What follows belongs to an exercise in optimizing a design on an open flow for small area, a short achievable clock period and few clock cycles per item; a production flow would make more cautious choices.

## rev 12
==> flow/design.v (excerpt) <==
module mandel_engine (
    input             clk,
    input             reset,      
    input             start,      
    input  [31:0]     x,          
    input  [31:0]     y,          
    input  [20:0]     delta,      
    output            busy,       
    output reg        wr_en,      
    output reg [8:0]  wr_addr,    
    output reg [15:0] wr_data     
);
reg        running;       
reg        idle;          
reg        ini;           
reg [31:0] gc;            
reg [31:0] gdn;           
reg [20:0] dr;            
reg [8:0]  gw;            
reg        gv;            
assign busy = running;
wire [31:0] sum_c;       
wire       row_end = (gw[3:0] == 4'd15);
wire       dir     = gw[4];
wire [8:0] gwa     = {gw[8:4], dir ? ~gw[3:0] : gw[3:0]};
reg [30:0] ra, rb;        
reg        sa, sb;        
reg [31:0] dab;           
reg [31:0] c0, d0;        
reg [7:0]  k0;            
reg        e0;            
reg        f0;            
reg [63:0] sv0;           
reg [1:0]  pi0;           
reg [8:0]  wa0;           
reg [11:0] p30;           
reg        act0;
reg [31:0] xa, ya;            
reg [31:0] xbn, ybn;          
reg        ca, cb;            
reg [30:0] xabn, yabn;        
reg        cab;
reg        z1;                
reg        cyc1;
reg [31:0] c1, d1;
reg [7:0]  k1;                
reg [63:0] sv1;
reg [1:0]  pi1;
reg [8:0]  wa1;
reg [11:0] p31;
reg        act1;
wire [33:0] txa, tya, txb, tyb, txab, tyab;
me_sq   sqa (.r(ra), .X(txa), .Y(tya));
me_sqc  sqb (.r(rb), .X(txb), .Y(tyb));            
me_mulc mab (.r(ra), .D(dab), .X(txab), .Y(tyab));   
wire tca  = (txa[1] & tya[1])   | ((txa[1] | tya[1])   & txa[0] & tya[0]);
wire tcb  = (~txb[1] & ~tyb[1])   | ((~txb[1] | ~tyb[1])   & ~txb[0] & ~tyb[0]);
wire tcab = (~txab[1] & ~tyab[1]) | ((~txab[1] | ~tyab[1]) & ~txab[0] & ~tyab[0]);
wire big_a = (ra >= 31'h10100000) & (ra < 31'h2D000000);
wire big_b = (rb >= 31'h10100000) & (rb < 31'h2D000000);
wire ee   = act0 & ~f0 & (big_a | big_b);     
wire fin  = (act0 & f0) | ee;                 
wire last = (pi0 == 2'd3);
wire take = (~act0 | (fin & last)) & gv;      
wire nw   = fin | take;                       
wire inword = act0 & ~last;
wire [7:0] k0p1 = k0 + 8'd1;
  ...
Size in the first run: roughly 6800 cells after synthesis, about 0.073 mm² of cells after synthesis.
==> flow/config.mk <==
export PLATFORM = sky130hd
export DESIGN_NAME = mandel_engine
export DESIGN_NICKNAME = mandel_engine
export VERILOG_FILES = /design/flow/design.v
export SDC_FILE = /design/flow/constraint.sdc
export NUM_CORES = 4
export LEC_CHECK = 0
export CAP_MARGIN = 20
export CORE_MARGIN = 2
export CORE_UTILIZATION = 50
export CTS_CLUSTER_DIAMETER = 100
export CTS_CLUSTER_SIZE = 25
export SLEW_MARGIN = 20
export SYNTH_HIERARCHICAL = 1
export SYNTH_MINIMUM_KEEP_SIZE = 0
==> flow/constraint.sdc <==
create_clock -name core_clock -period 20.0 [get_ports {clk}]
set_input_delay 4.0000 -clock core_clock [delete_from_list [all_inputs] [get_ports {clk}]]
set_output_delay 4.0000 -clock core_clock [all_outputs]
set_load 0.01 [all_outputs]
standard.sh (not shown) runs the stock make flow with config.mk's settings and CLKGATE_MAP_FILE= SYNTH_SCRIPT=/design/flow/synth_recipe.tcl, a recipe that flattens the netlist after the stock synthesis.
==> flow/flow/run.sh <==
#!/bin/bash
# Standard ORFS layout, with two changes to how it is made (the SDC, the
# period and the constraints are the standard flow's, unchanged):
#  - timing repair is asked to leave MARGIN ns of setup slack, so it
#    optimises the paths as if the clock were faster than the 20 ns it is
#    signed off at;
#  - the port buffers that the standard flow inserts on every input and
#    output are plain buf cells (buffer_ports -buffer_cell).
# Each make run writes its full output to its own log here; ORFS keeps the
# per-step logs under orfs/logs.
set -euo pipefail
MARGIN=${MARGIN:-15}
PORTBUF=${PORTBUF:-sky130_fd_sc_hd__buf_1}
bash standard.sh synth > synth.log 2>&1
bash standard.sh SETUP_SLACK_MARGIN=$MARGIN "BUFFER_PORTS_ARGS=-buffer_cell $PORTBUF" finish > layout.log 2>&1
Inputs modified between rev 12 and rev 13:
diff --git a/flow/design.v b/flow/design.v
--- a/flow/design.v
+++ b/flow/design.v
@@ -7694,62 +7694,58 @@
 reg [1:0]  pi1;
 reg [8:0]  wa1;
 reg [11:0] p31;
 reg        act1;
 wire [33:0] txa, tya, txb, tyb, txab, tyab;
 me_sq   sqa (.r(ra), .X(txa), .Y(tya));
 me_sqc  sqb (.r(rb), .X(txb), .Y(tyb));            
 me_mulc mab (.r(ra), .D(dab), .X(txab), .Y(tyab));   
 wire tca  = (txa[1] & tya[1])   | ((txa[1] | tya[1])   & txa[0] & tya[0]);
 wire tcb  = (~txb[1] & ~tyb[1])   | ((~txb[1] | ~tyb[1])   & ~txb[0] & ~tyb[0]);
 wire tcab = (~txab[1] & ~tyab[1]) | ((~txab[1] | ~tyab[1]) & ~txab[0] & ~tyab[0]);
-wire big_a = (ra >= 31'h10100000) & (ra < 31'h2D000000);
-wire big_b = (rb >= 31'h10100000) & (rb < 31'h2D000000);
-wire ee   = act0 & ~f0 & (big_a | big_b);     
-wire fin  = (act0 & f0) | ee;                 
+wire fin  = act0 & f0;                        
 wire last = (pi0 == 2'd3);
 wire take = (~act0 | (fin & last)) & gv;      
 wire nw   = fin | take;                       
 wire inword = act0 & ~last;
-wire [7:0] k0p1 = k0 + 8'd1;
-wire [7:0] kk = f0 ? k0 : k0p1;
+wire [7:0] kk = k0;
 wire [3:0] pm = (kk > 8'd133) ? 4'd15 : (
                 (kk > 8'd96)  ? 4'd14 : (
                 (kk > 8'd69)  ? 4'd13 : (
                 (kk > 8'd50)  ? 4'd12 : (
                 (kk > 8'd36)  ? 4'd11 : (
                 (kk > 8'd26)  ? 4'd10 : (
                 (kk > 8'd19)  ? 4'd9  : (
                 (kk > 8'd13)  ? 4'd8  : (
                 (kk > 8'd10)  ? 4'd7  : (
                 (kk >= 8'd7)  ? 4'd6  : (
                 (kk >= 8'd5)  ? 4'd5  : kk[3:0] ))))))))));
-wire [3:0] pix = (f0 & ~e0) ? 4'd0 : pm;
+wire [3:0] pix = e0 ? pm : 4'd0;
 wire [63:0] st = {sa, ra, sb, rb};
 wire cmp_en = (k0[7:3] != 5'd0) & ~nw;
 wire save   = (k0[2:0] == 3'd7);
 always @(posedge clk) begin
     xa   <= txa[33:2];  ya   <= tya[33:2];  ca  <= tca;
     xbn  <= txb[33:2];  ybn  <= tyb[33:2];  cb  <= tcb;
     xabn <= txab[32:2]; yabn <= tyab[32:2]; cab <= tcab;
     z1   <= nw;
     cyc1 <= cmp_en & (st == sv0);
     sv1  <= save ? st : sv0;
     if (nw) begin
         c1 <= inword ? sum_c : gc;
         d1 <= inword ? d0 : gdn;
         k1 <= 8'd0;
     end else begin
         c1 <= c0;
         d1 <= d0;
-        k1 <= k0p1;
+        k1 <= k0 + 8'd1;
     end
     pi1  <= take ? 2'd0 : (fin ? pi0 + 2'd1 : pi0);
     wa1  <= take ? gwa : wa0;
     p31  <= fin ? {p30[7:0], pix} : p30;
     act1 <= reset ? 1'b0 : (take | (act0 & ~(fin & last)));
     wr_en   <= ~reset & fin & last;
     wr_addr <= wa0;
     wr_data <= {p30, pix};
 end
 wire [31:0] xa_g   = xa & {32{~z1}};
 wire [31:0] ya_g   = ya & {32{~z1}};
Notes after the runs:
Post-route standard cell area excluding fillers in rev 13 is about 1.8% below rev 12. Rev 12 -> rev 13: count of input and output buffers delta 0, exact match. Rev 12 → rev 13: portion of the clock cycle consumed by the worst path in the final layout neither gained nor lost much, post-synthesis net count neither gained nor lost much. Rev 13 against rev 12: x dimension of the die roughly the same, final critical-path required period roughly the same. Going from rev 12 to rev 13, the final-stage net count was found to have gone down by about 0.44%. met5 as the top routing layer in use was reported by rev 12, and met4 by rev 13.
No functional check of the RTL was part of any run of this note.

[afterwards: timing with drivers on the ports]
No port has a modelled driver above. Below, the same layouts with a new extraction and two added sets of constraints.
Step 1, drivers: a clkbuf_16 drives clk and a buf_2 each remaining input, both assumed.
Step 2, shift: input delay + t, output delay - t, t = (earliest + latest rising clock arrival at the registers) / 2. This alone moves slack from input paths to output paths.
a / b / c = ideal / step 1 / step 2; a / b = the first two.
run | shift t [ns] | setup WS [ns] | cell pins on the clock port's net
rev 12 | 0.719 | 14.865 / 14.790 / 14.968 | 1
rev 13 | 0.732 | 14.866 / 14.788 / 14.994 | 1
After both steps setup and hold are still met in every run listed.
